This design comes from an exercise in tuning for small area on the open sky130 flow, not from production work. In this exercise RTL edits were held to simulation tests only and were not proved equivalent to the original. No activity file was given, so power comes from the tool's default toggle rates.

==> flow/design.v (outline; a module is shown in full before it is edited, if it fits) <==
// module p_fa: 4 lines
// module p_fac: 4 lines
// module p_ha: 4 lines
// module p_nor2: 3 lines
// module p_or2: 3 lines
// module p_and2: 3 lines
// module p_inv: 3 lines
// module p_xor2: 3 lines
// module p_xnor2: 3 lines
// module p_xor3: 3 lines
// module p_a222oi: 3 lines
// module magnitude_wrapper: 1020 lines
module magnitude_wrapper(
	input aclk,
	input aresetn,
	input s_i_data_valid,
	output reg s_o_data_ready,
	input [31:0] s_i_data,
	output reg m_o_data_valid,
	input m_i_data_ready,
	output [31:0] m_o_data
    );
  // ...
==> flow/flow/run.sh <==
#!/bin/bash
# Standard layout, but the port buffers are the smallest plain buffer and
# the clock tree uses smaller buffers without dummy loads.
set -euo pipefail
export BUFFER_PORTS_ARGS="-buffer_cell sky130_fd_sc_hd__buf_1"
export CTS_ARGS="-sink_clustering_enable -repair_clock_nets -dont_use_dummy_load -buf_list sky130_fd_sc_hd__clkbuf_8"
bash standard.sh finish > standard_flow.log 2>&1
==> flow/standard.sh <==
#!/bin/bash
# synth_recipe.tcl (not shown) runs the flow's synth.tcl, then flattens the netlist and writes it again
# the make line also repeats each setting of config.mk as NAME=value (left out here)
make -C /OpenROAD-flow-scripts/flow DESIGN_CONFIG=/design/flow/config.mk WORK_HOME=/design/flow/orfs CLKGATE_MAP_FILE= SYNTH_SCRIPT=/design/flow/synth_recipe.tcl "${@:-finish}"
==> flow/config.mk <==
export PLATFORM = sky130hd
export DESIGN_NAME = magnitude_wrapper
export DESIGN_NICKNAME = magnitude_wrapper
export VERILOG_FILES = /design/flow/design.v
export SDC_FILE = /design/flow/constraint.sdc
export NUM_CORES = 4
export LEC_CHECK = 0
export CAP_MARGIN = 20
export CORE_MARGIN = 2
export CORE_UTILIZATION = 40
export SLEW_MARGIN = 20
export SYNTH_HIERARCHICAL = 1
export SYNTH_MINIMUM_KEEP_SIZE = 0
==> flow/constraint.sdc <==
create_clock -name core_clock -period 10.0 [get_ports {aclk}]
set_input_delay 2.0000 -clock core_clock [delete_from_list [all_inputs] [get_ports {aclk}]]
set_output_delay 2.0000 -clock core_clock [all_outputs]
set_load 0.01 [all_outputs]
==> summary.log, run 1 <==
qor: outcome.run_status complete, no violations
qor: synth.syn-cell-area 0.00707 mm2
qor: worst_setup_path.number_of_cells_on_the_worst_reg_to_reg_path 24
qor: clocking.ctsRootBufferMaster sky130_fd_sc_hd__clkbuf_8
qor: worst_hold_path.timing.hold.worst.class register to register
qor: detailed_routing.top_layer_reached_by_signal_wires met4
qor: pwr.clockPowerShare 7.2%
qor: clocking.hold_buffers 0
qor: die.die_width 137 um
qor: clocking.cts_setup_buffers 0
qor: die.rows 48
qor: synth.synth_area_leader_cell sky130_fd_sc_hd__fa_1
qor: timing.setup-violations-final 0
qor: clocking.numClockSinks 107
qor: synth.yosys.area_share.xor_xnor 0.372%
qor: grt.track_usage 19.1%
qor: timing.final.hold.worst_slack 0.397 ns
qor: worst_setup_path.crit_slowest_cell sky130_fd_sc_hd__a222oi_1
qor: worst_setup_path.r2r_setup_slack 1.48 ns
qor: synth.syn_nets 774
qor: timing.setup_slack 0.688 ns
qor: cells_and_area.most_frequent_standard_cell_in_the_layout_excluding_fill_and_tap_cells sky130_fd_sc_hd__fa_1
qor: pwr.power.combinational.fraction 69.4%
qor: worst_setup_path.critPathCapture cn[31]
qor: pwr.highest_power_group combinational cells
qor: grt.met2_usage 32.0%
qor: cells_and_area.final_core_util 45.4%
qor: synth.synth-main-ff-cell sky130_fd_sc_hd__dfxtp_1
qor: synth.yosys_warnings 7
==> run 2, diff against run 1 <==
==> flow/flow/run.sh (replaced) <==
#!/bin/bash
# Standard layout, but the port buffers are the smallest plain buffer and
# the clock tree uses smaller buffers without dummy loads.
set -euo pipefail
export BUFFER_PORTS_ARGS="-buffer_cell sky130_fd_sc_hd__buf_1"
export CTS_ARGS="-sink_clustering_enable -repair_clock_nets -dont_use_dummy_load -root_buf sky130_fd_sc_hd__clkbuf_8 -buf_list sky130_fd_sc_hd__clkbuf_4"
bash standard.sh finish > standard_flow.log 2>&1
==> run 2 against run 1 <==
Effect of this change:
- final cell count did not move
- area after synthesis stayed put
- still clean on timing, DRC and antenna
- final area unchanged
- largest power group unchanged
- clock power hardly changed
- critical path type unchanged
- first-iteration DRC count is the same
- routed wire length stayed put
- worst hold slack unchanged
- combinational power about the same
- critical path depth unchanged
==> summary.log, run 2 <==
qor: die.core_region_area 0.0173 mm2
qor: clocking.ctsRootBufferMaster sky130_fd_sc_hd__clkbuf_8
qor: worst_setup_path.worst-endpoint-required 10.29 ns
qor: worst_setup_path.start_kind primary input
qor: synth.synth.ff_latch_count 107
qor: worst_setup_path.timing.critical_path.mode_cell sky130_fd_sc_hd__fa_1
qor: timing.totalNegativeSetupSlack 0 ns
qor: detailed_routing.route.vias.total 4621
qor: timing.fmax 107 MHz
qor: detailed_routing.detail-route-antenna-nets 0
qor: detailed_routing.first_iter_violations 320
qor: grt.overflow 0
qor: worst_hold_path.whs_path_depth 0
qor: worst_setup_path.timing.critical_path.max_delay_family adder cells
qor: grt.grt_first_pass_wirelength 27500 um
qor: cells_and_area.finish.instance_area 0.00786 mm2
qor: synth.async_reset_ff_share 0%
qor: outcome.run_status complete, no violations
qor: pwr.power.ir.vdd_worst 188 uV
qor: clocking.clockBufferDepth 2
qor: die.die_width 137 um [unchanged]
qor: die.rows 48 [unchanged]
qor: worst_setup_path.setup.worst_path.start s_i_data[15]
qor: die.top_level_ports 70
qor: synth.synth_cells 568
qor: worst_setup_path.r2r_setup_slack 1.48 ns [about the same]
qor: cells_and_area.area_delta_synth_final 11.1%
qor: timing.worst-slew-pin-transition 0.765 ns
qor: worst_setup_path.chain_of_cells_forming_the_critical_path buf_1, a222oi_1, buf_4, or2_1, fa_1, fa_1, fa_1, fa_1, fa_1, fa_1, fa_1, fa_1, fa_1, fa_1, fa_1, fa_1, fa_1, fa_1, xor2_1, inv_1, a222oi_1
qor: grt.grt_start_max_net_pins 37
qor: timing.slew_violations 0
qor: synth.synth-main-ff-cell sky130_fd_sc_hd__dfxtp_1
qor: worst_setup_path.regToRegStartpoint f2
qor: cells_and_area.reg.largest.list cn x32, p x32
qor: detailed_routing.drt_pass1_iterations 5
qor: place.placed_area 0.00773 mm2
qor: timing.hold_violations 0
qor: grt.grt_pass1_vias 5378
qor: place.dp_hpwl 11500 um
qor: timing.final.period_utilization 93.1%
qor: place.port-buffer-count 69
qor: synth.syn-cell-area 0.00707 mm2 [unchanged]
qor: worst_setup_path.total_number_of_cells_along_the_worst_setup_path 21
qor: cells_and_area.post_route_cells_drive_above_1_share 5.65%
qor: cells_and_area.antenna_cells_inserted 0
qor: synth.ys_types 18
qor: timing.min_period 9.31 ns
qor: worst_setup_path.path_max_fanout 13
qor: synth.synth_seq_area_share 32.7%
qor: clocking.clkTransAtPathRegs 0.11 ns
qor: grt.grt_antenna_before_repair 0
qor: place.globalplace.congestion 0.841
qor: timing.setup-violations-final 0 [unchanged]
qor: pwr.pwr_density_cell 376 mW/mm2
qor: detailed_routing.detail_route.vias_per_cell 5.25
qor: detailed_routing.route.detailed.wl_per_inst 17.9 um
qor: synth.yosys_warnings 7 [unchanged]
qor: synth.syn_nets 774 [unchanged]
qor: synth.synth_area_leader_cell sky130_fd_sc_hd__fa_1
qor: worst_setup_path.critPathCaptureType register
qor: worst_setup_path.crit_slowest_cell sky130_fd_sc_hd__a222oi_1
qor: worst_setup_path.number_of_cells_on_the_worst_reg_to_reg_path 24 [unchanged]
qor: worst_setup_path.critPathCapture cn[31]
qor: die.initial_util 40.9%
qor: die.die-height 137 um
qor: clocking.cts_htree_levels 3
qor: timing.timing.clock.skew 0.0383 ns
qor: worst_setup_path.critical_path.n_buffers_inverters 3
qor: cells_and_area.fill_cells 1628
qor: worst_setup_path.cp.arrival 9.60 ns
qor: grt.track_usage 19.1% [unchanged]
qor: clocking.post_cts_resized 0
qor: synth.synth_top_cells_by_count 135 x sky130_fd_sc_hd__fa_1, 109 x sky130_fd_sc_hd__nor2_1, 90 x sky130_fd_sc_hd__dfxtp_1
qor: clocking.cts_inserted_buffers 9
qor: pwr.power_leakage 3.59 nW
qor: clocking.hold_buffers 0 [unchanged]
qor: clocking.insertion_delay 0.39 ns
qor: synth.synth.area.top_cells sky130_fd_sc_hd__fa_1 38%, sky130_fd_sc_hd__dfxtp_1 25%, sky130_fd_sc_hd__edfxtp_1 7.2%
qor: worst_setup_path.critical_path.reg2reg.endpoint cn[31]
qor: synth.edff_count_synth 17
qor: detailed_routing.final_routed_drc_violation_total 0
qor: detailed_routing.routed_wirelength 15700 um
qor: worst_hold_path.timing.hold.worst.class register to register
qor: job.max_cap_violations 0
qor: clocking.cts_tree built
qor: timing.grt_setup_unrepaired false
qor: cells_and_area.highest_count_cells_in_the_layout_ignoring_fill_and_taps 135 x sky130_fd_sc_hd__fa_1, 107 x sky130_fd_sc_hd__nor2_1, 90 x sky130_fd_sc_hd__dfxtp_1
qor: cells_and_area.nets_final 863
qor: synth.yosysTopAreaCellShare 38.2%
qor: clocking.numClockSinks 107 [unchanged]
qor: timing.slew_headroom 49.0%
qor: die.design.die.area 0.0187 mm2
qor: worst_setup_path.timing_worst_setup_path_type primary input to register
qor: synth.synth_most_common_cell sky130_fd_sc_hd__fa_1
qor: synth.syn-mean-instance-area 12.4 um2
qor: worst_setup_path.critical-path-max-stage-delay 0.65 ns
qor: clocking.cts_setup_buffers 0 [unchanged]
qor: cells_and_area.most_frequent_standard_cell_in_the_layout_excluding_fill_and_tap_cells sky130_fd_sc_hd__fa_1
-- run 2: cell counts after synthesis --
No cell type changed its count.
-- run 2: stage by stage --
| step | cells | utilization, % | hold WS (ns) | setup WS [ns] | total power [W] |
|---|---|---|---|---|---|
| after floorplan | 568 | - | 0.360 | 0.228 | 0.00218 |
| after global placement | 871 | 44.7 | 0.369 | 0.473 | 0.00269 |
| after detailed placement | 871 | 44.7 | 0.374 | 0.293 | 0.00274 |
| after CTS | 880 | 45.4 | 0.397 | 0.750 | 0.00299 |
| after global routing | 880 | 45.4 | 0.420 | 0.391 | 0.00331 |
| final | 880 | 45.4 | 0.397 | 0.688 | 0.00296 |
-- run 2: power breakdown --
part	switching (W)	internal, W
Sequential	0.0000537	0.000637
Clock	0.000132	0.0000811
Combinational	0.00112	0.000930
-- run 2: area by class of cell --
class / count / area, um2 / area share [%]
Inverter: 58 / 218 / 2.77
Multi-Input combinational cell: 391 / 4450 / 56.7
Sequential cell: 107 / 2310 / 29.4
Timing Repair Buffer: 90 / 467 / 5.94
Clock buffer: 9 / 124 / 1.58
Tap cell: 225 / 282 / 3.58
-- run 2: worst min-delay path by stage --
stage / endpoint / slack, ns / from
global placement: ack / 0.37 / start
detailed placement: ack / 0.37 / start
global route: ack / 0.42 / start
floorplan: ack / 0.36 / start
CTS: ack / 0.40 / start
finish: ack / 0.40 / start
-- run 2: logic make-up (layout without fill, tap and decap cells) --
logic type / count (synthesis) / after routing / share of synthesized area, %
xor gates and xnor gates: 3 / 3 / 0.372
and+or+nand+nor: 166 / 166 / 10.9
DFF: 107 / 107 / 32.7
AOI/OAI and AO/OA: 52 / 52 / 7.28
buffers and inverters: 70 / 157 / 4.35
adders and majority gates: 170 / 170 / 44.4
-- run 2: layer usage --
metal	routed length, um	global-route usage [%]	up-vias
met2	7800	32.0	131
met4	245	4.87	0
met3	840	4.26	16
met1	6860	25.1	2401
met5	0	0	-
li1	-	-	2073
-- run 2: Yosys stat by module, one instance, submodules excluded, a selection --
module,cell area (um2),times used
p_a222oi,10.0,50
p_ha,12.5,34
p_fac,27.5,1
p_xor2,8.76,3
magnitude_wrapper,2490,1
p_and2,6.26,34
p_inv,3.75,51
p_or2,6.26,15
==> run 3, diff against run 2 <==
==> flow/flow/run.sh (replaced) <==
#!/bin/bash
# Standard layout, but the port buffers are the smallest plain buffer and
# the clock tree uses smaller buffers without dummy loads.
set -euo pipefail
export BUFFER_PORTS_ARGS="-buffer_cell sky130_fd_sc_hd__buf_1"
export CTS_ARGS="-sink_clustering_enable -repair_clock_nets -dont_use_dummy_load -root_buf sky130_fd_sc_hd__clkbuf_8 -tree_buf sky130_fd_sc_hd__clkbuf_4 -sink_clustering_buffer sky130_fd_sc_hd__clkbuf_4 -buf_list sky130_fd_sc_hd__clkbuf_4 -sink_clustering_size 12"
bash standard.sh finish > standard_flow.log 2>&1
==> run 3 against run 2 <==
Effect of this change:
- still clean
- non-clock buffer count is the same
- register-to-register slack is essentially flat
- worst hold slack is the same
- clock power is essentially flat
- critical path depth is the same
- routed wire length is the same
- sequential share of layout area is the same
- combinational power is essentially flat
- synthesized cell count is the same
- area after synthesis is the same
- critical path type unchanged
- critical endpoint unchanged
==> summary.log, run 3 <==
qor: detailed_routing.first_iter_violations 320 [unchanged]
qor: synth.async_reset_ff_share 0% [unchanged]
qor: clocking.cts_inserted_buffers 9 [unchanged]
qor: pwr.totalPowerFinal 0.00296 W [unchanged]
qor: timing.slew_violations 0 [unchanged]
qor: detailed_routing.detail_route.vias_per_cell 5.25 [unchanged]
qor: pwr.power.ir.vdd_worst 188 uV [unchanged]
qor: pwr.power_leakage 3.59 nW [unchanged]
qor: clocking.cts_setup_buffers 0 [unchanged]
qor: cells_and_area.reg.largest.list cn x32, p x32
qor: detailed_routing.route.detailed.wl_per_inst 17.9 um [unchanged]
qor: cells_and_area.highest_count_cells_in_the_layout_ignoring_fill_and_taps 135 x sky130_fd_sc_hd__fa_1, 107 x sky130_fd_sc_hd__nor2_1, 90 x sky130_fd_sc_hd__dfxtp_1
qor: timing.min_period 9.31 ns [unchanged]
qor: worst_setup_path.cp.arrival 9.60 ns [about the same]
qor: timing.timing.clock.skew 0.0383 ns [unchanged]
qor: place.dp_hpwl 11500 um [unchanged]
qor: cells_and_area.post_route_cells_drive_above_1_share 5.65% [unchanged]
qor: grt.overflow 0 [unchanged]
qor: worst_hold_path.whs_path_depth 0 [unchanged]
qor: timing.final.hold.worst_slack 0.397 ns [unchanged]
qor: pwr.clockPowerShare 7.2% [about the same]
qor: die.die-height 137 um [unchanged]
qor: detailed_routing.routed_wirelength 15700 um [unchanged]
qor: detailed_routing.route.vias.total 4621 [unchanged]
qor: synth.syn_nets 774 [unchanged]
qor: clocking.clkTransAtPathRegs 0.11 ns [about the same]
qor: synth.synth_cells 568 [unchanged]
qor: pwr.pwr_density_cell 376 mW/mm2 [unchanged]
qor: synth.synth_area_leader_cell sky130_fd_sc_hd__fa_1
qor: synth.syn-cell-area 0.00707 mm2 [unchanged]
qor: cells_and_area.nets_final 863 [unchanged]
qor: cells_and_area.final_core_util 45.4% [unchanged]
qor: grt.grt_first_pass_wirelength 27500 um [unchanged]
qor: job.max_cap_violations 0 [unchanged]
qor: clocking.post_cts_resized 0 [unchanged]
qor: place.globalplace.congestion 0.841 [unchanged]
qor: worst_setup_path.worst-endpoint-required 10.29 ns [about the same]
qor: synth.synth.area.top_cells sky130_fd_sc_hd__fa_1 38%, sky130_fd_sc_hd__dfxtp_1 25%, sky130_fd_sc_hd__edfxtp_1 7.2%
qor: pwr.sw_frac_of_total 44.2% [unchanged]
qor: die.design.die.area 0.0187 mm2 [unchanged]
qor: die.rows 48 [unchanged]
qor: synth.synth_seq_area_share 32.7% [unchanged]
qor: pwr.power_report.internal_total 0.00165 W [unchanged]
qor: grt.grt_antenna_before_repair 0 [unchanged]
qor: die.core_region_area 0.0173 mm2 [unchanged]
qor: worst_setup_path.number_of_cells_on_the_worst_reg_to_reg_path 24 [unchanged]
qor: place.post_placement_cell_count 871 [unchanged]
qor: timing.fmax 107 MHz [unchanged]
qor: place.port-buffer-count 69 [unchanged]
qor: worst_setup_path.path_max_fanout 13 [unchanged]
qor: grt.grt_pass1_vias 5378 [unchanged]
qor: timing.hold_violations 0 [unchanged]
qor: clocking.hold_buffers 0 [unchanged]
qor: clocking.ctsRootBufferMaster sky130_fd_sc_hd__clkbuf_8
qor: worst_hold_path.timing.hold.worst.class register to register
qor: clocking.insertion_delay 0.39 ns [about the same]
qor: timing.totalNegativeSetupSlack 0 ns [unchanged]
qor: timing.grt_setup_unrepaired false
qor: clocking.cts_tree built
qor: outcome.run_status complete, no violations
qor: grt.track_usage 19.1% [unchanged]
qor: cells_and_area.fill_cells 1628 [unchanged]
qor: cells_and_area.area_delta_synth_final 11.1% [unchanged]
qor: worst_setup_path.start_kind primary input
qor: pwr.pwr-share-seq 23.4% [about the same]
qor: detailed_routing.detail-route-antenna-nets 0 [unchanged]
qor: worst_setup_path.critPathCaptureType register
qor: die.initial_util 40.9% [unchanged]
qor: cells_and_area.finalNonFillerCells 880 [unchanged]
qor: timing.final.period_utilization 93.1% [unchanged]
qor: synth.syn-mean-instance-area 12.4 um2 [unchanged]
qor: clocking.numClockSinks 107 [unchanged]
qor: synth.yosys_warnings 7 [unchanged]
qor: timing.slew_headroom 49.0% [unchanged]
qor: detailed_routing.final_routed_drc_violation_total 0 [unchanged]
qor: cells_and_area.antenna_cells_inserted 0 [unchanged]
qor: synth.yosysTopAreaCellShare 38.2% [unchanged]
qor: timing.setup-violations-final 0 [unchanged]
qor: synth.synth-main-ff-cell sky130_fd_sc_hd__dfxtp_1
qor: synth.synth_top_cells_by_count 135 x sky130_fd_sc_hd__fa_1, 109 x sky130_fd_sc_hd__nor2_1, 90 x sky130_fd_sc_hd__dfxtp_1
qor: pwr.switchingPower 0.00131 W [unchanged]
qor: clocking.cts_htree_levels 3 [unchanged]
qor: die.top_level_ports 70 [unchanged]
qor: detailed_routing.drt_pass1_iterations 5 [unchanged]
qor: synth.ys_types 18 [unchanged]
qor: synth.edff_count_synth 17 [unchanged]
qor: clocking.clockBufferDepth 2 [unchanged]
qor: synth.synth.ff_latch_count 107 [unchanged]
qor: worst_setup_path.timing_worst_setup_path_type primary input to register
qor: pwr.power.combinational.fraction 69.4% [about the same]
qor: grt.grt_start_max_net_pins 37 [unchanged]
qor: timing.worst-slew-pin-transition 0.765 ns [unchanged]
qor: synth.synth_most_common_cell sky130_fd_sc_hd__fa_1
qor: die.die_width 137 um [unchanged]
qor: cells_and_area.most_frequent_standard_cell_in_the_layout_excluding_fill_and_tap_cells sky130_fd_sc_hd__fa_1
## run 3: cell counts after synthesis
Identical to the previous run, type by type.
## run 3: path summary, 6_finish.rpt
check                     from      to  slack, ns
hold reg to reg          start     ack       0.40
setup / recovery  s_i_data[15]  cn[31]       0.69
hold / removal           start     ack       0.40
setup reg to reg            f2  cn[31]       1.48
## run 3: critical path, cell delays in order
cell                       delay (ns)
sky130_fd_sc_hd__buf_1           0.09
sky130_fd_sc_hd__a222oi_1        0.65
sky130_fd_sc_hd__buf_4           0.33
sky130_fd_sc_hd__or2_1           0.16
sky130_fd_sc_hd__fa_1            0.43
sky130_fd_sc_hd__fa_1            0.57
sky130_fd_sc_hd__fa_1            0.44
sky130_fd_sc_hd__fa_1            0.42
sky130_fd_sc_hd__fa_1            0.40
sky130_fd_sc_hd__fa_1            0.39
sky130_fd_sc_hd__fa_1            0.39
sky130_fd_sc_hd__fa_1            0.40
sky130_fd_sc_hd__fa_1            0.41
sky130_fd_sc_hd__fa_1            0.42
sky130_fd_sc_hd__fa_1            0.40
sky130_fd_sc_hd__fa_1            0.39
sky130_fd_sc_hd__fa_1            0.39
sky130_fd_sc_hd__fa_1            0.38
sky130_fd_sc_hd__xor2_1          0.16
sky130_fd_sc_hd__inv_1           0.07
sky130_fd_sc_hd__a222oi_1        0.31
## run 3: metrics by stage
step	area [um2]	setup slack (ns)
finish	7860	0.688
global route	7860	0.391
CTS	7850	0.750
detailed placement	7730	0.293
global placement	7730	0.473
floorplan	7070	0.228
## run 3: logic make-up (layout without fill, tap and decap cells)
family,count (synthesis),after routing,synth area share [%]
adder cells (fa/ha/maj),170,170,44.4
AND/OR/NAND/NOR,166,166,10.9
flip-flops,107,107,32.7
buffers and inverters,70,157,4.35
AO/OA/AOI/OAI,52,52,7.28
XOR/XNOR,3,3,0.372
## run 3: final cells by class
class | count | area, um2 | area share (%)
inverter | 58 | 218 | 2.77
tap | 225 | 282 | 3.58
clock buffer | 9 | 124 | 1.58
multi-input combinational | 391 | 4450 | 56.7
timing repair buffer | 90 | 467 | 5.94
sequential | 107 | 2310 | 29.4
## run 3: per-module statistics from Yosys, one instance, submodules excluded
module / area, um2 / copies in the design
p_or2: 6.26 / 15
p_fa: 20.0 / 135
magnitude_wrapper: 2490 / 1
p_ha: 12.5 / 34
p_inv: 3.75 / 51
p_a222oi: 10.0 / 50
p_nor2: 3.75 / 105
p_and2: 6.26 / 34
p_fac: 27.5 / 1
p_xor2: 8.76 / 3
## run 3: metal layers
metal | GRT usage [%] | up-vias | part of all wire, %
met3 | 4.26 | 16 | 5.3
met5 | 0 | - | 0
met4 | 4.87 | 0 | 1.6
li1 | - | 2073 | -
met2 | 32.0 | 131 | 50
met1 | 25.1 | 2401 | 44
## run 3: power groups by stage
stage / clock network, W / logic (W) / registers (W)
floorplan: 0 / 0.00150 / 0.000682
global placement: 0 / 0.00200 / 0.000694
detailed placement: 0 / 0.00204 / 0.000700
CTS: 0.000224 / 0.00208 / 0.000690
global route: 0.000241 / 0.00236 / 0.000706
finish: 0.000213 / 0.00205 / 0.000690

-- port drivers added, routing unchanged --
Ports are ideal in the flow. The routed layouts listed here were re-timed in OpenROAD. Step 1 (the two cells are an assumption about what drives the block):
set clk [get_ports {aclk}]
set_driving_cell -lib_cell sky130_fd_sc_hd__clkbuf_16 $clk
set_driving_cell -lib_cell sky130_fd_sc_hd__buf_2 [delete_from_list [all_inputs] $clk]
Step 2 moves the port delays by t, midway between the first and last clock arrival at a register: inputs arrive t later, outputs are due t later. That takes back most of the time a late clock gives input paths. a / b / c = ideal / step 1 / step 2; a / b = the first two.
| run | t (ns) | setup WS [ns] | worst setup path after step 2 | clock arrival spread, ns | pins driven straight from the clock port |
|---|---|---|---|---|---|
| run 1 | 0.408 | 0.688 / 0.700 / 0.292 | input to register | 0.038 / 0.038 | 1 |
| run 2 | 0.408 | 0.688 / 0.700 / 0.292 | input to register | 0.038 / 0.038 | 1 |
| run 3 | 0.408 | 0.688 / 0.700 / 0.292 | input to register | 0.038 / 0.038 | 1 |
After both steps every run listed still meets setup and hold.
